Source: an optimization exercise on an open RTL-to-GDS flow (aim: small area and a short achievable clock period). Production flows keep margins and buffers that such runs may drop. At most, simulation tests tie the RTL to the original design; equivalence was not proved. Only the layout flow was run in runs 5 and 6; the RTL was not checked for function there. The clock port is modelled as an ideal driver, which makes a skipped or thinned clock tree look cheaper than it is; a real chip needs a root buffer or a tree. Power is estimated from default activity; no workload was simulated.

## flow/flow/run.sh

```bash
#!/bin/bash
# Layout flow: the standard ORFS flow (standard.sh), with these changes:
# - the flip-flop driving MISO's output buffer is moved next to that buffer
#   before detailed placement (flow/miso.tcl), so it does not drive a long wire;
# - clock tree synthesis with larger sink clusters and no dummy loads, after
#   which the tree's upper levels are replaced by four root buffers, each
#   driving the leaf buffers of a quarter of the die, with buf_16 roots and
#   buf_12 leaves (flow/quad_ct.tcl);
# each tool's output goes to a log file of its own here.
set -euo pipefail
export PRE_DETAIL_PLACE_TCL="$PWD/flow/miso.tcl"
export POST_CTS_TCL="$PWD/flow/quad_ct.tcl"
export CTS_ARGS="-sink_clustering_enable -repair_clock_nets -sink_clustering_size 32 -sink_clustering_max_diameter 80 -dont_use_dummy_load"
bash standard.sh synth > log_synth.txt 2>&1
bash standard.sh floorplan > log_floorplan.txt 2>&1
bash standard.sh place > log_place.txt 2>&1
bash standard.sh cts > log_cts.txt 2>&1
bash standard.sh route > log_route.txt 2>&1
bash standard.sh finish > log_finish.txt 2>&1
```

## flow/flow/miso.tcl

```tcl
# Place the flip-flop that drives the MISO port's buffer next to that buffer,
# which the flow has placed at the port; detailed placement then legalizes it.
set block [ord::get_db_block]
set bt [$block findBTerm MISO]
set onet [$bt getNet]
set buf ""
foreach it [$onet getITerms] { if {[$it isOutputSignal]} { set buf [$it getInst] } }
if {$buf ne ""} {
  set ff ""
  foreach it [$buf getITerms] {
    if {[$it isInputSignal]} {
      foreach it2 [[$it getNet] getITerms] { if {[$it2 isOutputSignal]} { set ff [$it2 getInst] } }
    }
  }
  if {$ff ne ""} {
    set loc [$buf getLocation]
    set fw [[$ff getMaster] getWidth]
    set x [expr {[lindex $loc 0] - $fw}]
    if {$x < 0} { set x [expr {[lindex $loc 0] + [[$buf getMaster] getWidth]}] }
    puts "miso.tcl: moving [$ff getName] from [$ff getLocation] to $x [lindex $loc 1] (buffer [$buf getName] at $loc)"
    $ff setLocation $x [lindex $loc 1]
    $ff setPlacementStatus PLACED
  }
}
```

## flow/flow/quad_ct.tcl

```tcl
# Rebuild the top of the clock tree: the clock port drives NQ root buffers,
# each placed at the centroid of, and driving, the leaf clock
# buffers of its part of the die. The tree synthesis's upper levels are removed.
proc quad_ct {nq} {
  set block [ord::get_db_block]
  set bt [$block findBTerm clk]
  set pnet [$bt getNet]
  # the upper-level buffers: clock buffers whose loads are all clock buffers
  set upper {}
  set leaves {}
  foreach inst [$block getInsts] {
    set m [[$inst getMaster] getName]
    if {![string match "sky130_fd_sc_hd__clkbuf_*" $m]} continue
    set out ""
    foreach it [$inst getITerms] { if {[$it isOutputSignal]} { set out $it } }
    set onet [$out getNet]
    set allbuf 1; set n 0
    foreach it [$onet getITerms] {
      if {$it eq $out} continue
      incr n
      if {![string match "sky130_fd_sc_hd__clkbuf_*" [[[$it getInst] getMaster] getName]]} { set allbuf 0 }
    }
    if {$allbuf && $n > 0} { lappend upper $inst } else { lappend leaves $inst }
  }
  # centroid of leaves
  set sx 0; set sy 0
  foreach l $leaves { set loc [$l getLocation]; set sx [expr {$sx + [lindex $loc 0]}]; set sy [expr {$sy + [lindex $loc 1]}] }
  set cx [expr {$sx / [llength $leaves]}]; set cy [expr {$sy / [llength $leaves]}]
  # partition leaves into nq parts by angle around the centroid
  set parts {}
  for {set k 0} {$k < $nq} {incr k} { lappend parts {} }
  foreach l $leaves {
    set loc [$l getLocation]
    set a [expr {atan2([lindex $loc 1] - $cy, [lindex $loc 0] - $cx)}]
    set k [expr {int(floor(($a + 3.14159265358979) / (2*3.14159265358979) * $nq)) % $nq}]
    lset parts $k [concat [lindex $parts $k] [list $l]]
  }
  # remove the upper levels
  foreach u $upper {
    foreach it [$u getITerms] {
      set n [$it getNet]
      if {[$it isOutputSignal] && $n ne "NULL"} { $it disconnect; odb::dbNet_destroy $n } elseif {$n ne "NULL"} { $it disconnect }
    }
    odb::dbInst_destroy $u
  }
  set master [[ord::get_db] findMaster sky130_fd_sc_hd__clkbuf_16]
  for {set k 0} {$k < $nq} {incr k} {
    set ls [lindex $parts $k]
    if {[llength $ls] == 0} continue
    set sx 0; set sy 0
    foreach l $ls { set loc [$l getLocation]; set sx [expr {$sx + [lindex $loc 0]}]; set sy [expr {$sy + [lindex $loc 1]}] }
    set qx [expr {$sx / [llength $ls]}]; set qy [expr {$sy / [llength $ls]}]
    set q [odb::dbInst_create $block $master "clkroot_$k"]
    $q setLocation $qx $qy
    $q setPlacementStatus PLACED
    set qnet [odb::dbNet_create $block "clkroot_net_$k"]
    $qnet setSigType CLOCK
    foreach it [$q getITerms] {
      if {[$it isInputSignal]} { $it connect $pnet }
      if {[$it isOutputSignal]} { $it connect $qnet }
    }
    foreach l $ls {
      foreach it [$l getITerms] { if {[$it isInputSignal]} { $it disconnect; $it connect $qnet } }
    }
    puts "quad_ct: root $k at $qx $qy drives [llength $ls] leaves"
  }
  puts "quad_ct: removed [llength $upper] upper buffers, [llength $leaves] leaves"
}
# Cell choice: buf_16 roots and buf_12 leaves are faster than clkbuf_16 at
# these loads (and the leaves smaller).
proc swap_ct {rootm leafm} {
  set db [ord::get_db]; set block [ord::get_db_block]
  set rm [$db findMaster $rootm]; set lm [$db findMaster $leafm]
  set nr 0; set nl 0
  foreach inst [$block getInsts] {
    set n [$inst getName]
    if {[string match "clkroot_*" $n]} { $inst swapMaster $rm; incr nr } elseif {[[$inst getMaster] getName] eq "sky130_fd_sc_hd__clkbuf_16"} { $inst swapMaster $lm; incr nl }
  }
  puts "swap_ct: $nr roots to $rootm, $nl leaves to $leafm"
}
proc fix_leaf_slew {limit} {
  set db [ord::get_db]; set block [ord::get_db_block]
  set bm [$db findMaster sky130_fd_sc_hd__buf_16]
  set_propagated_clock [all_clocks]
  estimate_parasitics -placement
  set up 0
  foreach inst [$block getInsts] {
    if {[[$inst getMaster] getName] ne "sky130_fd_sc_hd__buf_12"} continue
    set out ""
    foreach it [$inst getITerms] { if {[$it isOutputSignal]} { set out [$it getNet] } }
    if {$out eq "" || $out eq "NULL"} continue
    set worst 0
    foreach it [$out getITerms] {
      if {[$it isOutputSignal]} continue
      set pin [get_pins [[$it getInst] getName]/[[$it getMTerm] getName]]
      foreach edge {rise fall} {
        set s [sta::time_ui_sta [get_property $pin slew_max_$edge]]
        if {$s > $worst} { set worst $s }
      }
    }
    if {$worst * 1e12 > $limit} { $inst swapMaster $bm; incr up }
  }
  puts "fix_leaf_slew: $up leaves to buf_16"
}
quad_ct 4
swap_ct sky130_fd_sc_hd__buf_16 sky130_fd_sc_hd__buf_12
detailed_placement
fix_leaf_slew 108
detailed_placement
check_placement -verbose
```

## flow/standard.sh

```bash
#!/bin/bash
# synth_recipe.tcl (not shown) runs the flow's synth.tcl, then flattens the netlist and writes it again
# the make line also repeats each setting of config.mk as NAME=value (left out here)
make -C /OpenROAD-flow-scripts/flow DESIGN_CONFIG=/design/flow/config.mk WORK_HOME=/design/flow/orfs CLKGATE_MAP_FILE= SYNTH_SCRIPT=/design/flow/synth_recipe.tcl "${@:-finish}"
```

## flow/config.mk

```make
export PLATFORM = sky130hd
export DESIGN_NAME = SPI_TOP
export DESIGN_NICKNAME = SPI_TOP
export VERILOG_FILES = /design/flow/design.v
export SDC_FILE = /design/flow/constraint.sdc
export NUM_CORES = 8
export LEC_CHECK = 0
export CAP_MARGIN = 30
export CORE_MARGIN = 2
export CORE_UTILIZATION = 70
export SETUP_SLACK_MARGIN = 3.8
export SLEW_MARGIN = 40
export SYNTH_HIERARCHICAL = 1
export SYNTH_MINIMUM_KEEP_SIZE = 0
```

## flow/constraint.sdc

```tcl
create_clock -name core_clock -period 6.0 [get_ports {clk}]
set_input_delay 1.2000 -clock core_clock [delete_from_list [all_inputs] [get_ports {clk}]]
set_output_delay 1.2000 -clock core_clock [all_outputs]
set_load 0.01 [all_outputs]
```

## flow/design.v

```verilog
module deserializer(
    input serial_data,
    input clk,rst,
    input deser_en,
    output reg[9:0] parallel_data,
    output reg data_valid,
    output wire issue        
);
reg [3:0] counter;
wire full = (counter == 4'd10);
assign issue = deser_en & full;
always @(posedge clk,negedge rst) begin
    if (!rst) begin
        counter<=4'b0;
        data_valid<=1'b0;
    end
    else begin
        data_valid <= issue;
        if (deser_en)
            counter <= full ? 4'd0 : counter + 1'b1;
    end
end
always @(posedge clk) begin
    if (deser_en & !full)
        parallel_data<={serial_data,parallel_data[9:1]};
end
endmodule
module SERIALIZER(
    input rst,clk,
    input [7:0] data,
    output reg ser_out,
    input data_valid,ss_n
);
reg [7:0] registers;
reg [3:0] counter;
always @(posedge clk,negedge rst)
begin
  if(!rst)
  begin
    counter<=4'b0000;
    registers<=8'b00;
    ser_out<=1'b0;
  end
  else if(data_valid)
  begin
    registers<=data;
    ser_out<=1'b0;
    counter<=4'b0000;
  end
  else if(!ss_n)
  begin
    if (counter!=4'd8) begin
      {registers,ser_out}<={1'b0,registers};
      counter<=counter+1'b1;
    end
    else begin
      counter<=4'd0;
    end
  end
  else
    counter<=4'b0000;
end
endmodule
module Single_Port_Asyn_RAM #(parameter MEM_DEPTH =256,parameter ADDR_SIZE=8)( 
    input [9:0]din,
    input clk,rst,rx_valid,
    input rx_issue,
    output [7:0] dout,
    output reg tx_valid
);
localparam NG = 24;
wire hi = din[7] & din[6];
wire k3 = din[5] & din[4];
wire [4:0] c_grp  = !hi ? din[7:3] : (!k3 ? {1'b0, din[3:0]} : {2'b10, din[2:0]});
wire [3:0] c_slot = !hi ? {1'b0, din[2:0]} : (!k3 ? {2'b10, din[5:4]} : {3'b100, din[3]});
wire cmd_wa = rx_valid & (din[9:8] == 2'b00);
wire cmd_wr = rx_valid & (din[9:8] == 2'b01);
wire iss_ra = rx_issue & (din[9:8] == 2'b10);
reg [8:0] read_address;
reg wa_set;    
always @(posedge clk,negedge rst) begin
    if (!rst) begin
        tx_valid<=1'b0;
        read_address<=9'b0;
        wa_set<=1'b0;
    end
    else begin
        tx_valid <= rx_valid & (din[9:8] == 2'b11);
        if (iss_ra)
            read_address <= {c_grp, c_slot};
        if (cmd_wa)
            wa_set <= 1'b1;
    end
end
reg [8:0] write_address;
reg [7:0] wd_p;
reg pend;
wire wa_zero = cmd_wr & !wa_set;
wire pend_n = cmd_wa ? 1'b0 : cmd_wr ? 1'b1 : pend;
always @(posedge clk) begin
    if (cmd_wa | wa_zero)
        write_address <= cmd_wa ? {c_grp, c_slot} : 9'b0;
    pend <= pend_n;
    if (cmd_wr)
        wd_p <= din[7:0];
end
reg [3:0] p11, p10;
wire [3:0] p11_n = (p11 == 4'd10) ? 4'd0 : p11 + 1'b1;
wire [3:0] p10_n = (p10 == 4'd9)  ? 4'd0 : p10 + 1'b1;
always @(posedge clk) begin
    p11 <= p11_n;
    p10 <= p10_n;
end
wire [3:0] w_slot_n = wa_zero ? 4'd0 : write_address[3:0];
wire [1:0] w_hi_n = wa_zero ? 2'd0 : write_address[8:7];
wire [2:0] w_lo_n = wa_zero ? 3'd0 : write_address[6:4];
reg [2:0] wsel;
reg [7:0] wlo;
reg r_hit, fwd;
always @(posedge clk) begin
    wsel[0] <= pend_n & (w_hi_n == 2'd0) & (w_slot_n == p11_n);
    wsel[1] <= pend_n & (w_hi_n == 2'd1) & (w_slot_n == p11_n);
    wsel[2] <= pend_n & (w_hi_n == 2'd2) & (w_slot_n == p10_n);
    wlo <= 8'd1 << w_lo_n;
    r_hit <= read_address[3:0] == (read_address[8] ? p10_n : p11_n);
    fwd <= pend_n & (wa_zero ? (read_address == 9'd0) : (write_address == read_address));
end
wire [8*NG-1:0] tails;
wire [7:0] wdn = ~wd_p;
genvar g;
generate
for (g = 0; g < NG; g = g + 1) begin : grp
    localparam L = (g < 16) ? 11 : 10;
    reg [8*L-1:0] ring;
    wire we = wsel[g / 8] && wlo[g % 8];
    assign tails[8*g +: 8] = ring[8*L-1 -: 8];
    wire [7:0] head;
    ring_head hd [7:0] (.wdn(wdn), .wen(!we), .t(ring[8*L-1 -: 8]), .h(head));
    always @(posedge clk)
        ring <= {ring[8*L-9:0], head};
end
endgenerate
wire [4:0] r_grp = read_address[8:4];
reg [7:0] rbuf;
always @(posedge clk) begin
    if (r_hit)
        rbuf <= fwd ? wd_p : tails[8*r_grp +: 8];
end
assign dout = rbuf;
endmodule
module ring_head(input wdn, input wen, input t, output h);
assign h = ~((wdn | wen) & ~(t & wen));
endmodule
module SPI_Slave(
    input MOSI,
    input clk,rst,ss_n,
    input tx_valid,
    output wire MISO,
    input [7:0]tx_data,
    output wire [9:0]rx_data,
    output wire rx_valid,
    output wire rx_issue
);
reg start_q, shift_q;
always @(posedge clk,negedge rst) begin
    if (!rst) begin
        start_q <= 1'b0;
        shift_q <= 1'b0;
    end
    else begin
        start_q <= !ss_n & !start_q & !shift_q;
        shift_q <= !ss_n & (start_q | shift_q);
    end
end
deserializer  Deserializer_SPI(
    .serial_data(MOSI),
    .clk(clk),
    .rst(rst),
    .deser_en(shift_q),
    .parallel_data(rx_data),
    .data_valid(rx_valid),
    .issue(rx_issue)
);
SERIALIZER SERIALIZER_SPI(
   .rst(rst),
   .clk(clk),
   .data(tx_data),
   .ser_out(MISO),
   .data_valid(tx_valid),
   .ss_n(ss_n)
);
endmodule
module SPI_TOP(
    input clk,
	input rst,
	input ss_n,
	input MOSI, 
	output MISO
);
	wire [9:0] SLAVE_RAM;
	wire [7:0] RAM_SLAVE;
	wire tx_valid, rx_valid, rx_issue;
	SPI_Slave SPI_SLAVE 
	(
		.MOSI(MOSI),
		.MISO(MISO),
		.ss_n(ss_n),
		.clk(clk),
		.rst(rst),
		.rx_data(SLAVE_RAM),
		.rx_valid(rx_valid),
		.rx_issue(rx_issue),
		.tx_data(RAM_SLAVE),
		.tx_valid(tx_valid)
	);
	Single_Port_Asyn_RAM RAM
	(
		.clk(clk),
		.rst(rst),
		.din(SLAVE_RAM),
		.rx_valid(rx_valid),
		.rx_issue(rx_issue),
		.dout(RAM_SLAVE),
		.tx_valid(tx_valid)
	);
endmodule
```

==> results of run 1 <==
-- synth_stat cells, types with 2 or more instances --
cell	n
nor2_1	28
edfxtp_1	35
a32oi_1	15
o21ai_1	204
nand4b_1	3
nand4_1	8
nand3b_1	3
o21ai_2	2
o22ai_1	6
a211oi_1	9
nand2b_1	11
clkbuf_1	14
o211ai_1	2
a31oi_1	10
buf_1	3
a21oi_1	11
nand2_1	255
a22oi_1	34
mux2i_1	94
nor3_1	8
and2_1	2
ha_1	2
and2b_1	2
buf_4	4
dfxtp_1	2070
xor2_1	8
o21ai_0	26
or2_2	2
and3b_1	2
buf_2	17
inv_1	21
nor2b_1	11
xnor2_1	12
dfrtp_1	31
nor4_1	4
o31ai_1	2
nand3_1	14
-- layer usage --
metal  global-route usage, %  part of all wire [%]  vias up
met2                   35.07                    44      300
met3                   3.266                   3.4      104
met4                   5.481                   2.4        0
li1                        -                     -     9809
met5                       0                     0        -
met1                   35.88                    50     9862
-- state kept, by name, indices dropped and copies added, names as in the netlist, 3 cells and up --
| signal | flops |
|---|---|
| RAM.grp.ring | 2048 |
| RAM.p10 | 4 |
| RAM.p11 | 4 |
| RAM.rbuf | 8 |
| RAM.read_address | 9 |
| RAM.wd_p | 8 |
| RAM.wlo | 8 |
| RAM.write_address | 9 |
| RAM.wsel | 3 |
| SPI_SLAVE.Deserializer_SPI.counter | 4 |
| SPI_SLAVE.Deserializer_SPI.parallel_data | 10 |
| SPI_SLAVE.SERIALIZER_SPI.counter | 4 |
| SPI_SLAVE.SERIALIZER_SPI.registers | 8 |
-- modules after synthesis, one instance, submodules excluded, excerpt --
module	times used	cell area, um^2	cells inside
ring_head	192	8.758	2
SPI_Slave	1	65.06	4
SERIALIZER	1	621.8	59
deserializer	1	543.0	33
Single_Port_Asyn_RAM	1	45290	2531
-- worst paths after layout --
kind                                             startpoint                    to  depth (start not counted)
max                        SPI_SLAVE.SERIALIZER_SPI.ser_out                  MISO                          1
min                                    RAM.grp[10].ring[50]  RAM.grp[10].ring[58]                          0
max reg2reg                             RAM.read_address[5]           RAM.rbuf[3]                          5
min reg2reg                            RAM.grp[10].ring[50]  RAM.grp[10].ring[58]                          0
max in group asynchronous                               rst   RAM.read_address[4]                          2
min in group asynchronous                               rst   RAM.read_address[5]                          2
-- area by class of cell, clock buffers not listed --
| class | instances | area, um^2 | share of cell area, % |
|---|---|---|---|
| Sequential cell | 2136 | 43270 | 84.50 |
| Inverter | 21 | 90.09 | 0.1759 |
| Buffer | 4 | 110.1 | 0.2150 |
| Timing Repair Buffer | 11 | 103.9 | 0.2028 |
| Multi-Input combinational cell | 814 | 4688 | 9.155 |
| Tap cell | 882 | 1104 | 2.155 |
-- power by group --
part           internal, mW  switching (mW)  leakage (nW)  total [mW]
Clock                  2.57            3.94         0.900        6.51
Combinational         0.243           0.344          1.29       0.587
Sequential             14.3           0.102          17.4        14.4
-- cell families (layout without fill, tap and decap cells) --
| group | count (synthesis) | in the layout |
|---|---|---|
| AO/OA/AOI/OAI | 333 | 333 |
| XOR/XNOR | 21 | 21 |
| adder cells (fa/ha/maj) | 2 | 2 |
| buffers and inverters | 61 | 104 |
| flip-flops | 2136 | 2136 |
| multiplexers | 94 | 94 |
| AND/OR/NAND/NOR | 364 | 364 |
-- layout by cell type (no fill, tap or decap), types with 3 or more instances in the layout --
cell	Yosys	final
dfxtp_1	2070	2070
nand2_1	255	255
o21ai_1	204	204
mux2i_1	94	94
buf_16	0	68
edfxtp_1	35	35
a22oi_1	34	34
dfrtp_1	31	28
nor2_1	28	27
o21ai_0	26	26
a32oi_1	15	15
inv_1	21	14
nand3_1	14	14
xnor2_1	12	12
a21oi_1	11	11
nand2b_1	11	10
a211oi_1	9	9
a31oi_1	10	9
nor2b_1	11	8
nand4_1	8	8
nor3_1	8	8
xor2_1	8	8
o22ai_1	6	6
buf_12	0	5
buf_4	4	5
inv_4	0	4
nor4_1	4	4
nor2b_2	1	3
nand3b_1	3	3
nand4b_1	3	3
clkdlybuf4s50_1	0	3
-- metrics by stage --
stage               setup WS [ps]  std cells  total power, mW  cell area [um^2]
finish                       3768       3936            21.50             51210
global placement             3468       3863            15.26             49200
detailed placement           3412       3863            15.29             49210
global route                 3720       3936            22.16             51210
floorplan                    4276       3011            15.14             48200
==> notes.md, run 1 <==
- Status: timing/DRC/antenna clean
- First-pass GRT wire length: roughly 120,000 um
- GRT Total Usage: 23.20%
- Final min period: about 2200 ps
- Post-DP HPWL: 50,010 um
- Asr flop ratio synth: under 10%
- Worst vdd ir: 0.0004016 V
- Initial Util: just over 70%
- FP Rows: 96
- Post-synth top area cell: dfxtp_1
- Largest family of logic cells by synthesized area: compound AO/OA/AOI/OAI gates
- Crit-path cells: buf_2
- Area of the core: between 0.06 and 0.07 mm^2
- Synth Area in Compound Gates: 3.982%
- Final Net Count: 3,062
- Sequential area share after synthesis: between 80% and 90%
- Mux contribution to synthesized area: 1.952%
- Post-synth EDFFs: 35
- Least-Margin Pin Slew: 856.3 ps
- Final setup viols: 0
- Final worst path period share: 37.20%
- P per Cell Area: 419.8 mW/mm^2
- Synth Area in Adders: 0.05191%
- IO Port Bufs: 4
- Die span in y: 266.4 um
- Max-slew violations: 0
- Vias/cell: roughly 5.1
- Reg clk slew, reported paths: ~110 ps
- Slew HR: 42.77%
- Static Leak: around 20 nW
- Synth Area in XOR/XNOR: 0.3971%
- Setup TNS: 0 ps
- Hold_ws: 298.2 ps
- Clock latency on the worst-skew pair: 540 ps
- Layout cells sized above 1: 3.602%
- Syn Inst Count: 3,011
- Endpoint class of the critical path: primary output
- Worst R2R Setup Slack: approximately 3800 ps
- Yosys top cell area share: 85.97%
- Grt ovf: 0
- Number of remaining DRC errors: 0
- DR iter-0 viols: between 1,000 and 1,500
- CP Buf/Inv Count: 1
- Crit path required time: 4800 ps
- Unique masters post-synth: 63
- Drt pass-1 iters: 5
- Post-Syn Area: between 0.04 and 0.05 mm^2
- Clock Sinks: 2,136
- DRT Wirelength: 81,150 um
- Max-cap viol count: 0
- Gpl congestion: between 0.8 and 0.9
- Hold crit path type: register to register
- Slowest cell on the critical path: dfrtp_1
- Fin util: 74.93%
- Synth top area cells: dfxtp_1 86%, edfxtp_1 2.2%, o21ai_1 2.1%
- Antenna cells: 0
- Arrival @ worst endpoint: 1030 ps
- Layout filler cell count: 4,038
- Vias in the first global route: about 20,000
- RSZ-0062 raised after global routing: yes
- Final ANT Viol Nets: 0
- Avg WL per Cell: 20.62 um
- # IOs: 5
- Die X: 266.4 um
- Clock skew: 62.06 ps
- Full die area: 0.07098 mm^2
- Top FF cell, synth: dfxtp_1
- Largest net degree at the start of global routing: 54
- Max FO, Critical Path: 2
- Slowest stage delay, CP: approximately 400 ps
- Post-Synth Simple-Gate Area: 3.291%
- Area Overhead vs Synth: 6.237%
- Kind of cell adding the most delay to the critical path: flip-flops
- Syn. warnings: 10
- Initial antenna violation count: 0
- Final hold vios: 0
- Post-synthesis register bit count: 2,136
- Via count: 20,080
- Avg Synthesized Cell Area: 16.01 um^2
- CP startpoint kind: register
- Post-synthesis net count: 3,017
- Fmax: 0.4481 GHz
- CP Class: register to primary output
==> inputs of run 2 (changes only) <==
--- a/flow/flow/quad_ct.tcl
+++ b/flow/flow/quad_ct.tcl
@@ -105,6 +105,6 @@
 quad_ct 4
 swap_ct sky130_fd_sc_hd__buf_16 sky130_fd_sc_hd__buf_12
 detailed_placement
-fix_leaf_slew 108
+fix_leaf_slew 116
 detailed_placement
 check_placement -verbose
==> run 2 against run 1 <==
Utilization down 0.56 points. Synthesized area unchanged. Sequential share of layout area up 0.64 points. Hold slack worse by 3.4 ps. First-iteration DRC count up 8.2%. Design area down 0.75%. Total power down 3.1%. Synthesized cell count unchanged. Sequential power about the same. Flip-flop and latch count unchanged. Critical path type unchanged. Highest routed layer unchanged.
==> notes.md, run 2 <==
- Status: timing/DRC/antenna clean
- Setup TNS: 0 ps (unchanged)
- IO Port Bufs: 4 (unchanged)
- Endpoint class of the critical path: primary output
- DRT Wirelength: 81,140 um (about the same)
- Static Leak: 19.40 nW (-0.85%)
- Least-Margin Pin Slew: 854.7 ps (-1.649 ps)
- Post-synthesis net count: 3,017 (unchanged)
- Layout cells sized above 1: 3.602% (unchanged)
- Biggest regs: RAM.grp.ring (2048), SPI_SLAVE.Deserializer_SPI.parallel_data (10)
- P per Cell Area: 410.0 mW/mm^2 (-2.3%)
- Final worst path period share: 36.67% (-0.53 points)
- Most common cell in the netlist: dfxtp_1
- Worst vdd ir: 0.0003475 V (-13%)
- Final ANT Viol Nets: 0 (unchanged)
- Slowest stage delay, CP: 400 ps (about the same)
- Max reg flops: 2,048 (unchanged)
- Gpl congestion: 0.8993 (unchanged)
- Avg Synthesized Cell Area: 16.01 um^2 (unchanged)
- CP Class: register to primary output
- Syn Inst Count: 3,011 (unchanged)
- Final setup viols: 0 (unchanged)
- Area of the core: 0.06835 mm^2 (unchanged)
- Top post-synthesis cells by count: 2,070 x dfxtp_1, 255 x nand2_1, 204 x o21ai_1
- Antenna cells: 0 (unchanged)
- Arrival @ worst endpoint: 1000 ps (-30 ps)
- Number of remaining DRC errors: 0 (unchanged)
- Crit-path cells: buf_2
- Initial Util: 70.53% (unchanged)
- Largest net degree at the start of global routing: 54 (unchanged)
- Grt ovf: 0 (unchanged)
- Vias in the first global route: 19,950 (+0.0050%)
- Avg WL per Cell: 20.62 um (about the same)
- Post-synth top area cell: dfxtp_1
- Crit path required time: 4800 ps (about the same)
- Slew HR: 42.88% (+0.11 points)
- NetSw: 4.261 mW (-2.9%)
- # IOs: 5 (unchanged)
- Via count: 20,120 (+0.21%)
- Slowest cell on the critical path: dfrtp_1
- Syn. warnings: 10 (unchanged)
- Final hold vios: 0 (unchanged)
- CP Buf/Inv Count: 1 (unchanged)
- Clock latency on the worst-skew pair: 490 ps (-50 ps)
- Area Overhead vs Synth: 5.443%
- Post-synthesis register bit count: 2,136 (unchanged)
- Max FO, Critical Path: 2 (unchanged)
- Vias/cell: 5.111 (+0.21%)
- Post-DP HPWL: 50,010 um (unchanged)
- Hold crit path type: register to register
- GRT Total Usage: 23.18% (about the same)
- Power share of the clock group: 28.1% (-2.2 points)
- First-pass GRT wire length: 121,900 um (about the same)
- Power share of the sequential group: 69.1% (+2.1 points)
- FP Rows: 96 (unchanged)
- Post-synth EDFFs: 35 (unchanged)
- Full die area: 0.07098 mm^2 (unchanged)
- Most frequent cells in the layout: 2,070 x dfxtp_1, 255 x nand2_1, 204 x o21ai_1, 94 x mux2i_1, 56 x buf_12
- Switching Fraction: 20.45% (+0.040 points)
- Internal power: 16.58 mW (-3.1%)
- Asr flop ratio synth: 1.451% (unchanged)
- CP startpoint kind: register
- Drt pass-1 iters: 5 (unchanged)
- Fin util: 74.37% (-0.56 points)
- Clock skew: 50.83 ps (-11.22 ps)
- Most common cell after layout, fill and taps aside: dfxtp_1
- Fmax: 0.4545 GHz (+1.4%)
- Initial antenna violation count: 0 (unchanged)
- Synth top area cells: dfxtp_1 86%, edfxtp_1 2.2%, o21ai_1 2.1%
- Sequential area share after synthesis: 89.76% (unchanged)
- Logic pwr share: 2.8% (about the same)
- Kind of cell adding the most delay to the critical path: flip-flops
- Final Net Count: 3,062 (unchanged)
- Clock Sinks: 2,136 (unchanged)
- Unique masters post-synth: 63 (unchanged)
- DR iter-0 viols: 1,488 (+8.2%)
- Max-cap viol count: 0 (unchanged)
- Top FF cell, synth: dfxtp_1
- Die X: 266.4 um (unchanged)
- Max-slew violations: 0 (unchanged)
- Top reg by flops: RAM.grp.ring
- RSZ-0062 raised after global routing: yes
- Reg clk slew, reported paths: 110 ps (about the same)
- Yosys top cell area share: 85.97% (unchanged)
- Die span in y: 266.4 um (unchanged)
- Post-Syn Area: 0.04820 mm^2 (unchanged)
- Final min period: 2200 ps (-31.56 ps)
run 2: metal layers:
| layer | wire [um] | vias to the layer above | share of wire, % | global-route usage (%) |
|---|---|---|---|---|
| met2 | 35550 | 330 | 44 | 35.05 |
| met4 | 1810 | 0 | 2.2 | 5.451 |
| met1 | 40720 | 9891 | 50 | 35.84 |
| met3 | 3062 | 102 | 3.8 | 3.266 |
| met5 | 0 | - | 0 | 0 |
| li1 | - | 9795 | - | - |
run 2: final timing paths:
kind | from | endpoint | slack, ps | cells after the start
min in group asynchronous | rst | RAM.read_address[5] | 1120 | 2
max in group asynchronous | rst | RAM.read_address[4] | 4500 | 2
worst max-delay path | SPI_SLAVE.SERIALIZER_SPI.ser_out | MISO | 3800 | 1
worst min-delay path | RAM.grp[10].ring[79] | RAM.grp[10].ring[87] | 290 | 0
worst max register to register | RAM.read_address[5] | RAM.rbuf[0] | 3820 | 5
worst min register to register | RAM.grp[10].ring[79] | RAM.grp[10].ring[87] | 290 | 0
run 2: layout make-up, clock buffers not listed:
class	count	area, um^2
multi-input cells	814	4688
plain buffers	4	110.1
flip-flops and latches	2136	43270
fillers	4095	17520
well taps	882	1104
repair buffers	11	103.9
inverters	21	90.09
run 2: per-module statistics from Yosys (local to each module, per instance), a selection:
module                times used  cells  flops+latches
Single_Port_Asyn_RAM           1   2531           2106
SPI_Slave                      1      4              2
ring_head                    192      2              0
deserializer                   1     33             15
SERIALIZER                     1     59             13
run 2: power groups by stage:
stage,Sequential [mW],Combinational [mW],Clock (mW)
finish,14.4,0.586,5.86
global route,14.4,0.629,6.44
detailed placement,14.7,0.570,0
global placement,14.7,0.547,0
floorplan,14.7,0.473,0
run 2: cell families (layout without fill, tap and decap cells):
kind of cell             after synthesis  after routing  share of synthesized area (%)
buffers and inverters                 61            104                         0.5684
adder cells (fa/ha/maj)                2              2                        0.05190
AND/OR/NAND/NOR                      364            364                          3.291
flip-flops                          2136           2136                          89.76
multiplexers                          94             94                          1.952
AO/OA/AOI/OAI                        333            333                          3.982
XOR/XNOR                              21             21                         0.3971
run 2: worst register-to-register path: stages, from the launching register on:
cell and delay (ps):
dfrtp_4 590, nand2b_1 330, a211oi_1 340, nor2_1 70
a31oi_1 390, a32oi_1 180
run 2: stage by stage:
step | power, mW | cell area, um^2 | cells | hold WS (ps) | setup slack [ps]
floorplan | 15.14 | 48200 | 3011 | 309.6 | 4276
global route | 21.48 | 50830 | 3936 | 296.5 | 3753
finish | 20.84 | 50830 | 3936 | 294.9 | 3800
detailed placement | 15.29 | 49210 | 3863 | 312.1 | 3412
global placement | 15.26 | 49200 | 3863 | 309.5 | 3468
==> inputs of run 3 (changes only) <==
--- a/flow/config.mk
+++ b/flow/config.mk
@@ -7,7 +7,7 @@
 export LEC_CHECK = 0
 export CAP_MARGIN = 30
 export CORE_MARGIN = 2
-export CORE_UTILIZATION = 70
+export CORE_UTILIZATION = 65
 export SETUP_SLACK_MARGIN = 3.8
 export SLEW_MARGIN = 40
 export SYNTH_HIERARCHICAL = 1
==> run 3 against run 2 <==
Largest cell class unchanged. Register-to-register slack improved by 60 ps. Design area is 0.18% higher. Synthesized cell count stayed put. Critical endpoint unchanged.
==> notes.md, run 3 <==
- Sequential area share after synthesis: 89.76% (unchanged)
- CP startpoint kind: register
- Worst Slack Setup Final: 3838 ps (+37.88 ps)
- Area of the core: 0.07321 mm^2 (+7.1%)
- Vias/cell: 4.906 (-4.0%)
- IO Port Bufs: 4 (unchanged)
- Reg-to-reg startpoint: RAM.read_address[5]
- Power share of the clock group: 27.7% (-0.4 points)
- Final ANT Viol Nets: 0 (unchanged)
- Vias in the first global route: 19,090 (-4.3%)
- Slowest stage delay, CP: 390 ps (about the same)
- Most frequent cells in the layout: 2,070 x dfxtp_1, 255 x nand2_1, 204 x o21ai_1, 94 x mux2i_1, 60 x buf_12
- Top FF cell, synth: dfxtp_1
- Crit path required time: 4800 ps (about the same)
- Die X: 276.3 um (+3.7%)
- Max FO, Critical Path: 2 (unchanged)
- Power share of the sequential group: 69.5% (+0.4 points)
- Grt ovf: 0 (unchanged)
- Fmax: 0.4625 GHz (+1.8%)
- Hold crit path type: register to register
- Number of remaining DRC errors: 0 (unchanged)
- CP Class: register to primary output
- Asr flop ratio synth: 1.451% (unchanged)
- Top reg by flops: RAM.grp.ring
- Placement Setup Slack: 3435 ps (+23.03 ps)
- Layout filler cell count: 4,817 (+18%)
- Top post-synthesis cells by count: 2,070 x dfxtp_1, 255 x nand2_1, 204 x o21ai_1
- Final worst path period share: 36.04% (-0.63 points)
- Layout cells sized above 1: 3.699% (+0.097 points)
- Post-synthesis net count: 3,017 (unchanged)
- Slew HR: 43.97% (+1.1 points)
- Gpl congestion: 0.8731 (-2.9%)
- Avg WL per Cell: 19.17 um (-7.0%)
- Area of the multi-input gates: 0.004703 mm^2 (+0.32%)
- Worst setup path endpoint: MISO
- Worst R2R Setup Slack: 3880 ps (+60 ps)
- Reg clk slew, reported paths: 110 ps (about the same)
- Antenna cells: 0 (unchanged)
- Initial antenna violation count: 1 (+1)
- Final hold vios: 0 (unchanged)
- Syn. warnings: 10 (unchanged)
- Avg Synthesized Cell Area: 16.01 um^2 (unchanged)
- CP Buf/Inv Count: 1 (unchanged)
- Crit-path cells: buf_2
- RSZ-0062 raised after global routing: yes
- DRT Wirelength: 76,950 um (-5.2%)
- Area occupied by registers: 0.04327 mm^2 (about the same)
- Syn Inst Count: 3,011 (unchanged)
- Max-slew violations: 0 (unchanged)
- Area Overhead vs Synth: 5.632%
- Synth top area cells: dfxtp_1 86%, edfxtp_1 2.2%, o21ai_1 2.1%
- Worst setup startpoint: SPI_SLAVE.SERIALIZER_SPI.ser_out
- Post-DP HPWL: 49,680 um (-0.67%)
- Status: timing/DRC/antenna clean
- Drt pass-1 iters: 5 (unchanged)
- Largest net degree at the start of global routing: 64 (+19%)
- NetSw: 4.198 mW (-1.5%)
- P per Cell Area: 407.1 mW/mm^2 (-0.71%)
- Die span in y: 276.3 um (+3.7%)
- Arrival @ worst endpoint: 960 ps (-40 ps)
- Most common cell in the netlist: dfxtp_1
- # IOs: 5 (unchanged)
- Clock latency on the worst-skew pair: 490 ps (about the same)
- Least-Margin Pin Slew: 839.3 ps (-15.39 ps)
- Internal power: 16.53 mW (-0.28%)
- Max reg flops: 2,048 (unchanged)
- R2R Path End: RAM.rbuf[5]
- Endpoint class of the critical path: primary output
- Final Net Count: 3,063 (+0.033%)
- WP depth: 1 (unchanged)
- Post-synthesis register bit count: 2,136 (unchanged)
- Total power: 20.73 mW (-0.53%)
- Via count: 19,690 (-2.1%)
- GRT Total Usage: 20.36% (-2.8 points)
- Max-cap viol count: 0 (unchanged)
- Logic pwr share: 2.9% (about the same)
- Unique masters post-synth: 63 (unchanged)
- Post-synth top area cell: dfxtp_1
- Hold_sp: RAM.grp[6].ring[77]
- Post-Syn Area: 0.04820 mm^2 (unchanged)
- Kind of cell adding the most delay to the critical path: flip-flops
- Full die area: 0.07635 mm^2 (+7.6%)
- Biggest regs: RAM.grp.ring (2048), SPI_SLAVE.Deserializer_SPI.parallel_data (10)
- First-pass GRT wire length: 116,500 um (-4.4%)
- Initial Util: 65.85% (-4.7 points)
- Reg2reg path depth: 6 (+1)
- Fin util: 69.56% (-4.8 points)
- Clock Sinks: 2,136 (unchanged)
- Final setup viols: 0 (unchanged)
- Final min period: 2162 ps (-37.88 ps)
- FP Rows: 99 (+3.1%)
- Static Leak: 19.41 nW (about the same)
- Slowest cell on the critical path: dfrtp_1
- Most common cell after layout, fill and taps aside: dfxtp_1
- DR iter-0 viols: 1,371 (-7.9%)
- Worst vdd ir: 0.0003775 V (+8.6%)
- Clock skew: 76.39 ps (+25.56 ps)
- Switching Fraction: 20.25% (-0.20 points)
- Post-synth EDFFs: 35 (unchanged)
- Yosys top cell area share: 85.97% (unchanged)
- Setup TNS: 0 ps (unchanged)
## run 3: power groups by stage
stage / logic (mW) / clock network [mW] / registers [mW]
2_1_floorplan: 0.473 / 0 / 14.7
3_3_place_gp: 0.554 / 0 / 14.7
3_5_place_dp: 0.577 / 0 / 14.7
5_1_grt: 0.644 / 6.35 / 14.4
6_report: 0.596 / 5.73 / 14.4
## run 3: cells by family (layout without fill, tap and decap cells)
group	after synthesis	count (layout)	share of synthesized area (%)
flip-flops	2136	2136	89.76
XOR/XNOR	21	21	0.3971
multiplexers	94	94	1.952
AO/OA/AOI/OAI	333	333	3.982
adder cells (fa/ha/maj)	2	2	0.05190
buffers and inverters	61	105	0.5684
AND/OR/NAND/NOR	364	364	3.291
## run 3: layout make-up, clock buffers not listed
cell class / instances / share of cell area (%)
Buffer: 4 / 0.2162
Inverter: 21 / 0.1794
Timing Repair Buffer: 12 / 0.2384
Tap cell: 959 / 2.356
Multi-Input combinational cell: 814 / 9.237
Sequential cell: 2136 / 84.98
## run 3: Yosys stat by module, one instance, submodules excluded, excerpt
module	flip-flops and latches	cells	cell area, um^2
SPI_Slave	2	4	65.06
SERIALIZER	13	59	621.8
Single_Port_Asyn_RAM	2106	2531	45290
deserializer	15	33	543.0
ring_head	0	2	8.758
## run 3: worst min path at each step
stage	end	slack (ps)	depth (start not counted)
final	RAM.grp[6].ring[85]	290	0
after detailed placement	RAM.grp[13].ring[15]	310	0
after floorplan	RAM.grp[0].ring[10]	310	0
after global placement	RAM.grp[23].ring[46]	310	0
after global routing	RAM.grp[1].ring[29]	300	0
## run 3: layer usage
| metal | up-vias | track usage, % | part of all wire [%] | routed length (um) |
|---|---|---|---|---|
| met3 | 108 | 3.296 | 4.4 | 3368 |
| met4 | 0 | 6.319 | 2.7 | 2094 |
| met2 | 325 | 29.41 | 41 | 31670 |
| met1 | 9455 | 31.70 | 52 | 39810 |
| li1 | 9804 | - | - | - |
| met5 | - | 0 | 0 | 0 |
## run 3: stage by stage
stage | instance area (um^2) | cells | hold slack (ps)
2_1_floorplan | 48200 | 3011 | 309.6
3_3_place_gp | 49310 | 3941 | 309.5
3_5_place_dp | 49330 | 3941 | 312.1
5_1_grt | 50920 | 4014 | 299.7
6_report | 50920 | 4014 | 288.3
==> inputs of run 4 (changes only) <==
--- a/flow/flow/run.sh
+++ b/flow/flow/run.sh
@@ -2,11 +2,6 @@
 # Layout flow: the standard ORFS flow (standard.sh), with these changes:
 # - the flip-flop driving MISO's output buffer is moved next to that buffer
 #   before detailed placement (flow/miso.tcl), so it does not drive a long wire;
-# - clock tree synthesis with larger sink clusters and no dummy loads, after
-#   which the tree's upper levels are replaced by four root buffers, each
-#   driving the leaf buffers of a quarter of the die, with buf_16 roots and
-#   buf_12 leaves (flow/quad_ct.tcl);
-# each tool's output goes to a log file of its own here.
 set -euo pipefail
 export PRE_DETAIL_PLACE_TCL="$PWD/flow/miso.tcl"
 export POST_CTS_TCL="$PWD/flow/quad_ct.tcl"
==> run 4 against run 3 <==
Sequential share of layout area unchanged. Largest power group unchanged. Fmax unchanged. Utilization unchanged. Sequential power about the same. Combinational power about the same. Flip-flop and latch count unchanged. Critical endpoint unchanged.
==> notes.md, run 4 <==
- # IOs: 5 (unchanged)
- RSZ-0062 raised after global routing: yes
- Area occupied by registers: 0.04327 mm^2 (unchanged)
- Clock Sinks: 2,136 (unchanged)
- Final worst path period share: 36.04% (unchanged)
- Crit-path cells: buf_2
- Setup TNS: 0 ps (unchanged)
- Most common cell in the netlist: dfxtp_1
- Sequential area share after synthesis: 89.76% (unchanged)
- Initial antenna violation count: 1 (unchanged)
- Avg Synthesized Cell Area: 16.01 um^2 (unchanged)
- First-pass GRT wire length: 116,500 um (unchanged)
- Avg WL per Cell: 19.17 um (unchanged)
- Max-cap viol count: 0 (unchanged)
- Crit path required time: 4800 ps (about the same)
- Layout cells sized above 1: 3.699% (unchanged)
- Yosys top cell area share: 85.97% (unchanged)
- Layout filler cell count: 4,817 (unchanged)
- Max FO, Critical Path: 2 (unchanged)
- Fmax: 0.4625 GHz (unchanged)
- Final hold vios: 0 (unchanged)
- Post-synthesis net count: 3,017 (unchanged)
- Synth top area cells: dfxtp_1 86%, edfxtp_1 2.2%, o21ai_1 2.1%
- Clock skew: 76.39 ps (unchanged)
- Final min period: 2162 ps (unchanged)
- Post-synth EDFFs: 35 (unchanged)
- FP Rows: 99 (unchanged)
- Die X: 276.3 um (unchanged)
- Max reg flops: 2,048 (unchanged)
- Hold crit path type: register to register
- GRT Total Usage: 20.36% (unchanged)
- Grt ovf: 0 (unchanged)
- Total power: 20.73 mW (unchanged)
- Final setup viols: 0 (unchanged)
- Slew HR: 43.97% (unchanged)
- Worst Slack Setup Final: 3838 ps (unchanged)
- Syn. warnings: 10 (unchanged)
- Top reg by flops: RAM.grp.ring
- Worst vdd ir: 0.0003775 V (unchanged)
- IO Port Bufs: 4 (unchanged)
- Vias in the first global route: 19,090 (unchanged)
- Die span in y: 276.3 um (unchanged)
- Max-slew violations: 0 (unchanged)
- Switching Fraction: 20.25% (unchanged)
- Slowest stage delay, CP: 390 ps (about the same)
- Logic pwr share: 2.9% (about the same)
- DR iter-0 viols: 1,371 (unchanged)
- P per Cell Area: 407.1 mW/mm^2 (unchanged)
- Area Overhead vs Synth: 5.632% (unchanged)
- Largest net degree at the start of global routing: 64 (unchanged)
- Via count: 19,690 (unchanged)
- Drt pass-1 iters: 5 (unchanged)
- Slowest cell on the critical path: dfrtp_1
- CP Buf/Inv Count: 1 (unchanged)
- Full die area: 0.07635 mm^2 (unchanged)
- Status: timing/DRC/antenna clean
- CP startpoint kind: register
- Power share of the sequential group: 69.5% (about the same)
- Unique masters post-synth: 63 (unchanged)
- Asr flop ratio synth: 1.451% (unchanged)
- Clock latency on the worst-skew pair: 490 ps (about the same)
- Reg clk slew, reported paths: 110 ps (about the same)
- Antenna cells: 0 (unchanged)
- Vias/cell: 4.906 (unchanged)
- Internal power: 16.53 mW (unchanged)
- Arrival @ worst endpoint: 960 ps (about the same)
- Top post-synthesis cells by count: 2,070 x dfxtp_1, 255 x nand2_1, 204 x o21ai_1
- Biggest regs: RAM.grp.ring (2048), SPI_SLAVE.Deserializer_SPI.parallel_data (10)
- Syn Inst Count: 3,011 (unchanged)
- Power share of the clock group: 27.7% (about the same)
- Area of the core: 0.07321 mm^2 (unchanged)
- NetSw: 4.198 mW (unchanged)
- Least-Margin Pin Slew: 839.3 ps (unchanged)
- Most frequent cells in the layout: 2,070 x dfxtp_1, 255 x nand2_1, 204 x o21ai_1, 94 x mux2i_1, 60 x buf_12
- Area of the multi-input gates: 0.004703 mm^2 (unchanged)
- Placement Setup Slack: 3435 ps (unchanged)
- Number of remaining DRC errors: 0 (unchanged)
- Static Leak: 19.41 nW (unchanged)
- CP Class: register to primary output
- Post-synth top area cell: dfxtp_1
- Gpl congestion: 0.8731 (unchanged)
- Final Net Count: 3,063 (unchanged)
- DRT Wirelength: 76,950 um (unchanged)
- Post-synthesis register bit count: 2,136 (unchanged)
- Kind of cell adding the most delay to the critical path: flip-flops
- Initial Util: 65.85% (unchanged)
- Top FF cell, synth: dfxtp_1
- Final ANT Viol Nets: 0 (unchanged)
- Post-DP HPWL: 49,680 um (unchanged)
- Most common cell after layout, fill and taps aside: dfxtp_1
- Post-Syn Area: 0.04820 mm^2 (unchanged)
- Endpoint class of the critical path: primary output
run 4: final timing paths:
path / start / to / slack [ps] / cells after the start
max reg2reg: RAM.read_address[5] / RAM.rbuf[5] / 3880 / 6
min in group asynchronous: rst / SPI_SLAVE.SERIALIZER_SPI.counter[3] / 1160 / 2
min reg2reg: RAM.grp[6].ring[77] / RAM.grp[6].ring[85] / 290 / 0
max in group asynchronous: rst / RAM.read_address[5] / 4450 / 2
max: SPI_SLAVE.SERIALIZER_SPI.ser_out / MISO / 3840 / 1
min: RAM.grp[6].ring[77] / RAM.grp[6].ring[85] / 290 / 0
run 4: logic make-up after synthesis:
| logic type | synth area share, % |
|---|---|
| AOI/OAI and AO/OA | 3.982 |
| xor gates and xnor gates | 0.3971 |
| adders and majority gates | 0.05190 |
| buffers and inverters | 0.5684 |
| DFF | 89.76 |
| muxes | 1.952 |
| and+or+nand+nor | 3.291 |
run 4: through the flow:
stage                     hold WS [ps]  utilization, %  instance area [um^2]  instances
after floorplan                  309.6               -                 48200       3011
after global placement           309.5           67.35                 49310       3941
after detailed placement         312.1           67.38                 49330       3941
after global routing             299.7           69.56                 50920       4014
final                            288.3           69.56                 50920       4014
run 4: modules after synthesis (local to each module, per instance), a selection:
module,times used,flops+latches
SERIALIZER,1,13
SPI_Slave,1,2
Single_Port_Asyn_RAM,1,2106
deserializer,1,15
ring_head,192,0
run 4: cell type report, clock buffers not listed:
class	count	area share, %
Inverter	21	0.1794
Tap cell	959	2.356
Multi-Input combinational cell	814	9.237
Buffer	4	0.2162
Sequential cell	2136	84.98
Timing Repair Buffer	12	0.2384
run 4: power by group through the flow:
stage | clock network, mW | registers [mW] | logic (mW)
global placement | 0 | 14.7 | 0.554
floorplan | 0 | 14.7 | 0.473
global route | 6.35 | 14.4 | 0.644
detailed placement | 0 | 14.7 | 0.577
finish | 5.73 | 14.4 | 0.596
run 4: routing by layer:
metal  GRT usage, %  vias to the layer above  routed length [um]
met2          29.41                      325               31670
met3          3.296                      108                3368
met1          31.70                     9455               39810
met4          6.319                        0                2094
met5              0                        -                   0
li1               -                     9804                   -
==> inputs of run 5 (changes only) <==
--- a/flow/design.v
+++ b/flow/design.v
@@ -140,16 +140,37 @@
         ring <= {ring[8*L-9:0], head};
 end
 endgenerate
-wire [4:0] r_grp = read_address[8:4];
+reg [7:0] rlo;
+always @(posedge clk)
+    rlo <= 8'd1 << read_address[6:4];
+wire [1:0] r_hi = read_address[8:7];
+wire [23:0] tsel_b;
+genvar h;
+generate
+for (h = 0; h < 3; h = h + 1) begin : rb
+    sel8 s (.d(tails[64*h +: 64]), .oh(rlo), .y(tsel_b[8*h +: 8]));
+end
+endgenerate
+wire [7:0] tsel = (r_hi == 2'd0) ? tsel_b[7:0] : (r_hi == 2'd1) ? tsel_b[15:8] : tsel_b[23:16];
 reg [7:0] rbuf;
 always @(posedge clk) begin
     if (r_hit)
-        rbuf <= fwd ? wd_p : tails[8*r_grp +: 8];
+        rbuf <= fwd ? wd_p : tsel;
 end
 assign dout = rbuf;
 endmodule
 module ring_head(input wdn, input wen, input t, output h);
 assign h = ~((wdn | wen) & ~(t & wen));
+endmodule
+module sel8(input [63:0] d, input [7:0] oh, output [7:0] y);
+reg [7:0] acc;
+integer k;
+always @(*) begin
+    acc = 8'd0;
+    for (k = 0; k < 8; k = k + 1)
+        acc = acc | (d[8*k +: 8] & {8{oh[k]}});
+end
+assign y = acc;
 endmodule
 module SPI_Slave(
     input MOSI,
==> run 5 against run 4 <==
Via count decreased by 1.3%. Clock power hardly changed. Utilization fell by 0.29 points. Setup slack lost 40 ps. Synthesized cell count down 0.96%. Total power decreased by 1.1%. Synthesized area fell by 0.75%. Flip-flop and latch count up 8. Hold slack worse by 32 ps. Critical path type is now register to register. Largest cell class unchanged.
==> notes.md, run 5 <==
- Max FO, Critical Path: 24 (+22)
- Final Net Count: 3,025 (-1.2%)
- Grt ovf: 0 (unchanged)
- Status: timing/DRC/antenna clean
- Post-synthesis net count: 2,988 (-0.96%)
- Slowest stage delay, CP: 570 ps (+180 ps)
- First-pass GRT wire length: 113,800 um (-2.3%)
- Max-cap viol count: 0 (unchanged)
- Slowest cell on the critical path: dfxtp_2
- CP startpoint kind: register
- RSZ-0062 raised after global routing: yes
- Worst R2R Setup Slack: 3800 ps (-80 ps)
- Initial Util: 65.57% (-0.27 points)
- Crit path required time: 6200 ps (+1400 ps)
- CP Class: register to register
- Clock latency on the worst-skew pair: 460 ps (-30 ps)
- Clock skew: 57.14 ps (-19.25 ps)
- Die span in y: 275.3 um (-0.37%)
- Gpl congestion: 0.8374 (-4.1%)
- Layout cells sized above 1: 4.011% (+0.31 points)
- IO Port Bufs: 4 (unchanged)
- Clock Sinks: 2,144 (+0.37%)
- Vias in the first global route: 19,180 (+0.44%)
- Unique masters post-synth: 56 (-11%)
- Max-slew violations: 0 (unchanged)
- Final ANT Viol Nets: 0 (unchanged)
- Final setup viols: 0 (unchanged)
- Top FF cell, synth: dfxtp_1
- Reg-to-reg startpoint: RAM.rlo[6]
- Initial antenna violation count: 0 (-1)
- GRT Total Usage: 20.16% (-0.20 points)
- Number of remaining DRC errors: 0 (unchanged)
- Largest net degree at the start of global routing: 33 (-48%)
- Avg Synthesized Cell Area: 16.04 um^2 (+0.22%)
- Yosys top cell area share: 86.95% (+0.98 points)
- Finished Layout Cells: 3,976 (-0.95%)
- Final hold vios: 0 (unchanged)
- Arrival @ worst endpoint: 2400 ps (+1440 ps)
- Post-synthesis register bit count: 2,144 (+0.37%)
- Via count: 19,430 (-1.3%)
- Endpoint class of the critical path: register
- Antenna cells: 0 (unchanged)
- Fmax: 0.4541 GHz (-1.8%)
- Syn. warnings: 11 (+1)
- Synth top area cells: dfxtp_1 87%, edfxtp_1 2.2%, o21ai_1 2.2%
- Post-Syn Area: 0.04784 mm^2 (-0.75%)
- Avg WL per Cell: 18.91 um (-1.3%)
- Most common cell in the netlist: dfxtp_1
- Biggest regs: RAM.grp.ring (2048), SPI_SLAVE.Deserializer_SPI.parallel_data (10)
- Drt pass-1 iters: 5 (unchanged)
- Most frequent cells in the layout: 2,070 x dfxtp_1, 257 x nand2_1, 206 x o21ai_1, 82 x a22oi_1, 61 x buf_12
- Crit-path cells: a22oi_1 > nand4_1 > mux2i_1 > nor2_1 > a21oi_1 > o21ai_0
- Final min period: 2202 ps (+40.05 ps)
- Post-synth top area cell: dfxtp_1
- Hold_sp: RAM.grp[22].ring[57]
- Area of the core: 0.07296 mm^2 (-0.34%)
- Post-synth EDFFs: 35 (unchanged)
- Final worst path period share: 36.71% (+0.67 points)
- Least-Margin Pin Slew: 810.3 ps (-29.01 ps)
- DRT Wirelength: 75,200 um (-2.3%)
- P per Cell Area: 405.8 mW/mm^2 (-0.32%)
- Sequential area share after synthesis: 90.77% (+1.0 points)
- Asr flop ratio synth: 1.446% (-0.0054 points)
- Most common cell after layout, fill and taps aside: dfxtp_1
- Hold crit path type: register to register
- DR iter-0 viols: 1,382 (+0.80%)
- Setup TNS: 0 ps (unchanged)
- FP Rows: 99 (unchanged)
- Top reg by flops: RAM.grp.ring
- Max reg flops: 2,048 (unchanged)
- Vias/cell: 4.887 (-0.39%)
- Hold_ws: 256.3 ps (-32.04 ps)
- Area Overhead vs Synth: 5.626% (about the same)
- Post-DP HPWL: 46,750 um (-5.9%)
- Full die area: 0.07579 mm^2 (-0.74%)
- Static Leak: 19.36 nW (-0.25%)
- Die X: 275.3 um (-0.37%)
- Placed Cells: 3,903 (-0.96%)
- Worst setup startpoint: RAM.rlo[6]
- Slew HR: 45.90% (+1.9 points)
- Reg clk slew, reported paths: 110 ps (about the same)
- Worst vdd ir: 0.0003474 V (-8.0%)
- Top post-synthesis cells by count: 2,078 x dfxtp_1, 257 x nand2_1, 206 x o21ai_1
- Syn Inst Count: 2,982 (-0.96%)
- # IOs: 5 (unchanged)
- Total power: 20.51 mW (-1.1%)
==> run 5: layout make-up, clock buffers not listed <==
cell class / instances / area, um^2
Timing Repair Buffer: 6 / 50.05
Multi-Input combinational cell: 772 / 4219
Fill cell: 4892 / 22430
Buffer: 4 / 110.1
Inverter: 23 / 101.3
Sequential cell: 2144 / 43440
Tap cell: 959 / 1200
==> run 5: per-module statistics from Yosys, one instance, submodules excluded, a selection <==
| module | copies in the design | area, um^2 | flops+latches |
|---|---|---|---|
| SPI_Slave | 1 | 65.06 | 2 |
| SERIALIZER | 1 | 621.8 | 13 |
| ring_head | 192 | 8.758 | 0 |
| deserializer | 1 | 543.0 | 15 |
| Single_Port_Asyn_RAM | 1 | 43970 | 2114 |
| sel8 | 3 | 320.3 | 0 |
==> run 5: logic make-up (layout without fill, tap and decap cells) <==
group,count (synthesis),in the layout,synth area share (%)
mux,13,13,0.2720
buf+inv,66,101,0.5675
fa+ha+maj,2,2,0.05230
simple gates,363,363,3.316
flops,2144,2144,90.77
compound gates,371,371,4.600
xor+xnor,23,23,0.4211
==> run 5: worst paths after layout <==
kind                                                         end  depth (start not counted)
setup / recovery                                     RAM.rbuf[7]                          6
hold / removal                              RAM.grp[22].ring[65]                          0
min in group asynchronous  SPI_SLAVE.SERIALIZER_SPI.registers[0]                          2
setup reg to reg                                     RAM.rbuf[7]                          6
hold reg to reg                             RAM.grp[22].ring[65]                          0
max in group asynchronous                    RAM.read_address[0]                          2
==> run 5: critical path: cells and delay by family, from the launching register on <==
family,cells,cell delay [ps]
compound gates,3,750
flops,1,570
mux,1,350
simple gates,2,260
==> run 5: per-stage QoR <==
step,util (%),area [um^2],worst slack [ps]
3_5_place_dp,67.06,48930,3458
3_3_place_gp,67.03,48900,3354
5_1_grt,69.26,50530,3782
6_report,69.26,50530,3798
2_1_floorplan,-,47840,4276
==> run 5: power breakdown <==
group | internal [mW] | total (mW) | switching, mW
Combinational | 0.0869 | 0.205 | 0.119
Sequential | 14.4 | 14.6 | 0.194
Clock | 1.98 | 5.75 | 3.77
==> run 5: routing by layer <==
layer | up-vias | part of all wire, % | wire (um) | track usage [%]
met1 | 9350 | 48 | 36280 | 28.93
met4 | 0 | 4.2 | 3125 | 7.397
met3 | 134 | 2.9 | 2216 | 2.645
li1 | 9678 | - | - | -
met2 | 267 | 45 | 33580 | 31.82
met5 | - | 0 | 0 | 0
==> inputs of run 6 (changes only) <==
--- a/flow/config.mk
+++ b/flow/config.mk
@@ -8,7 +8,7 @@
 export CAP_MARGIN = 30
 export CORE_MARGIN = 2
 export CORE_UTILIZATION = 65
-export SETUP_SLACK_MARGIN = 3.8
+export SETUP_SLACK_MARGIN = 3.9
 export SLEW_MARGIN = 40
 export SYNTH_HIERARCHICAL = 1
 export SYNTH_MINIMUM_KEEP_SIZE = 0
==> run 6 against run 5 <==
Still clean on timing, DRC and antenna. Synthesized area unchanged. Flip-flop and latch count unchanged. Via count increased by 0.53%. Global-route usage about the same. Synthesized cell count unchanged. First-iteration DRC count decreased by 2.1%. Critical path type is now register to primary output.
==> notes.md, run 6 <==
- Arrival @ worst endpoint: 970 ps (-1430 ps)
- Avg Synthesized Cell Area: 16.04 um^2 (unchanged)
- Top reg by flops: RAM.grp.ring
- Hold_ws: 256.3 ps (unchanged)
- Clock Sinks: 2,144 (unchanged)
- Max FO, Critical Path: 2 (-92%)
- Kind of cell adding the most delay to the critical path: flip-flops
- Reg2reg path depth: 6 (unchanged)
- DR iter-0 viols: 1,353 (-2.1%)
- Hold_sp: RAM.grp[22].ring[57]
- Reg clk slew, reported paths: 110 ps (about the same)
- Final min period: 2172 ps (-30.49 ps)
- Slew HR: 44.98% (-0.92 points)
- Syn. warnings: 11 (unchanged)
- Most frequent cells in the layout: 2,070 x dfxtp_1, 257 x nand2_1, 206 x o21ai_1, 74 x a22oi_1, 61 x buf_12
- Clock latency on the worst-skew pair: 460 ps (about the same)
- Layout filler cell count: 4,885 (-0.14%)
- NetSw: 4.081 mW (about the same)
- Unique masters post-synth: 56 (unchanged)
- Via count: 19,530 (+0.53%)
- Post-synth EDFFs: 35 (unchanged)
- Top post-synthesis cells by count: 2,078 x dfxtp_1, 257 x nand2_1, 206 x o21ai_1
- IO Port Bufs: 4 (unchanged)
- CP Class: register to primary output
- Gpl congestion: 0.8374 (unchanged)
- Die span in y: 275.3 um (unchanged)
- Final setup viols: 0 (unchanged)
- Top FF cell, synth: dfxtp_1
- Drt pass-1 iters: 8 (+3)
- Reg-to-reg startpoint: RAM.rlo[6]
- R2R Path End: RAM.rbuf[5]
- DRT Wirelength: 75,270 um (about the same)
- Largest net degree at the start of global routing: 33 (unchanged)
- Total power: 20.50 mW (about the same)
- Hold path endpoint: RAM.grp[22].ring[65]
- Biggest regs: RAM.grp.ring (2048), SPI_SLAVE.Deserializer_SPI.parallel_data (10)
- CP Buf/Inv Count: 1 (+1)
- Area Overhead vs Synth: 5.761%
- Yosys top cell area share: 86.95% (unchanged)
- Sequential area share after synthesis: 90.77% (unchanged)
- Max reg flops: 2,048 (unchanged)
- First-pass GRT wire length: 114,000 um (+0.19%)
- Crit-path cells: buf_2
- Avg WL per Cell: 18.93 um (about the same)
- Worst setup startpoint: SPI_SLAVE.SERIALIZER_SPI.ser_out
- Syn Inst Count: 2,982 (unchanged)
- Post-DP HPWL: 46,750 um (unchanged)
- Antenna cells: 0 (unchanged)
- Synth top area cells: dfxtp_1 87%, edfxtp_1 2.2%, o21ai_1 2.2%
- FP Rows: 99 (unchanged)
- Final Net Count: 3,026 (+0.033%)
- Worst hold stages: 0 (unchanged)
- CP startpoint kind: register
- Max-slew violations: 0 (unchanged)
- Switching Fraction: 19.90% (about the same)
- Layout cells sized above 1: 4.374% (+0.36 points)
- Die X: 275.3 um (unchanged)
- RSZ-0062 raised after global routing: yes
- Full die area: 0.07579 mm^2 (unchanged)
- Slowest cell on the critical path: dfrtp_1
- Post-synthesis net count: 2,988 (unchanged)
- Max-cap viol count: 0 (unchanged)
- Post-synth top area cell: dfxtp_1
- Number of remaining DRC errors: 0 (unchanged)
- Worst vdd ir: 0.0003480 V (+0.19%)
- Setup TNS: 0 ps (unchanged)
- Most common cell in the netlist: dfxtp_1
- Post-Syn Area: 0.04784 mm^2 (unchanged)
- Vias/cell: 4.911 (+0.50%)
- Internal power: 16.42 mW (about the same)
- Asr flop ratio synth: 1.446% (unchanged)
- Most common cell after layout, fill and taps aside: dfxtp_1
- P per Cell Area: 405.2 mW/mm^2 (-0.14%)
- Post-synthesis register bit count: 2,144 (unchanged)
- GRT Total Usage: 20.20% (+0.036 points)
- Final hold vios: 0 (unchanged)
- Slowest stage delay, CP: 390 ps (-180 ps)
- Status: timing/DRC/antenna clean
- Power share of the clock group: 28.0% (about the same)
- Logic pwr share: 1.0% (about the same)
- Initial Util: 65.57% (unchanged)
- Fmax: 0.4604 GHz (+1.4%)
- Hold crit path type: register to register
- Grt ovf: 0 (unchanged)
- Clock skew: 57.14 ps (+0.0001000 ps)
- # IOs: 5 (unchanged)
- Final worst path period share: 36.20% (-0.51 points)
- Least-Margin Pin Slew: 824.0 ps (+13.77 ps)
- Worst R2R Setup Slack: 3970 ps (+170 ps)
- Initial antenna violation count: 0 (unchanged)
- Final ANT Viol Nets: 0 (unchanged)
- Crit path required time: 4800 ps (-1400 ps)
- Power share of the sequential group: 71.0% (about the same)
- Endpoint class of the critical path: primary output
- Vias in the first global route: 19,200 (+0.13%)
- Static Leak: 19.37 nW (about the same)
- Area of the core: 0.07296 mm^2 (unchanged)
run 6: cell count changes in the layout (fill, tap and decap cells not counted), sizes merged:
cell           delta
clkdlybuf4s50     -1
dlymetal6s2s      +1
buf               +1
run 6: power by group through the flow:
stage	Clock, mW	Sequential, mW	Combinational, mW
after floorplan	0	14.7	0.217
final	5.75	14.6	0.206
after global placement	0	14.9	0.194
after global routing	6.37	14.6	0.227
after detailed placement	0	14.9	0.203
run 6: layout make-up, clock buffers not listed:
| type | instances | area, um^2 | share of cell area, % |
|---|---|---|---|
| timing repair buffer | 7 | 60.06 | 0.1187 |
| sequential | 2144 | 43450 | 85.88 |
| multi-input combinational | 772 | 4260 | 8.420 |
| tap | 959 | 1200 | 2.371 |
| inverter | 23 | 101.3 | 0.2003 |
| buffer | 4 | 110.1 | 0.2176 |
run 6: Yosys stat by module (local to each module, per instance), excerpt:
module,cells inside,area [um^2],flops+latches
deserializer,33,543.0,15
SERIALIZER,59,621.8,13
sel8,48,320.3,0
ring_head,2,8.758,0
Single_Port_Asyn_RAM,2358,43970,2114
SPI_Slave,4,65.06,2
run 6: metal layers:
layer  track usage, %  vias up  share of wire [%]
met5                0        -                  0
met4            7.781        0                4.2
met3            2.671      126                3.1
met2            31.73      287                 45
met1            28.94     9435                 48
li1                 -     9684                  -
run 6: stage by stage:
| step | cells | setup slack, ps | utilization [%] | cell area (um^2) |
|---|---|---|---|---|
| after floorplan | 2982 | 4276 | - | 47840 |
| after global placement | 3903 | 3354 | 67.03 | 48900 |
| after detailed placement | 3903 | 3458 | 67.06 | 48930 |
| after global routing | 3977 | 3788 | 69.35 | 50600 |
| final | 3977 | 3828 | 69.35 | 50600 |
run 6: logic make-up (layout without fill, tap and decap cells):
group | Yosys count | in the layout | synth area share (%)
flip-flops | 2144 | 2144 | 90.77
AO/OA/AOI/OAI | 371 | 371 | 4.600
AND/OR/NAND/NOR | 363 | 363 | 3.316
buffers and inverters | 66 | 102 | 0.5675
XOR/XNOR | 23 | 23 | 0.4211
multiplexers | 13 | 13 | 0.2720
adder cells (fa/ha/maj) | 2 | 2 | 0.05230
run 6: worst max path at each step:
stage                                                        to  depth (start not counted)  slack, ps
final                                                      MISO                          1       3830
after global routing                                       MISO                          1       3790
after detailed placement  SPI_SLAVE.SERIALIZER_SPI.registers[0]                          4       3460
after global placement                              RAM.rbuf[1]                          6       3350
after floorplan                SPI_SLAVE.SERIALIZER_SPI.ser_out                          3       4280

-- afterwards: timing with drivers on the ports --
The results above use ideal ports. As a check the final layouts listed here were re-extracted and re-timed, cells and wires unchanged.
Step 1 (the two cells are an assumption about what drives the block):
set clk [get_ports {clk}]
set_driving_cell -lib_cell sky130_fd_sc_hd__clkbuf_16 $clk
set_driving_cell -lib_cell sky130_fd_sc_hd__buf_2 [delete_from_list [all_inputs] $clk]
Step 2 adds t to the input delays and takes it off the output delays; t is the mean of the earliest and latest rising clock arrival at the registers after step 1. Input paths then give back, and output paths get back, about the clock's delay inside the block.
Three values: no drivers, after step 1, after step 2; two values: the first two.
run	t (ns)	slack for setup (ns)	worst setup path after step 2
run 1	0.663	3.768 / 3.615 / 3.334	input to register
run 2	0.621	3.800 / 3.645 / 3.368	input to register
run 3	0.613	3.838 / 3.681 / 3.769	input to register
run 4	0.613	3.838 / 3.681 / 3.769	input to register
run 5	0.605	3.798 / 3.673 / 3.419	input to register
run 6	0.602	3.828 / 3.676 / 3.805	input to register
After both steps every run listed still meets setup and hold. The setup slack of run 1, which loses most, moves by -0.153 ns with the drivers and by -0.434 ns with both steps.
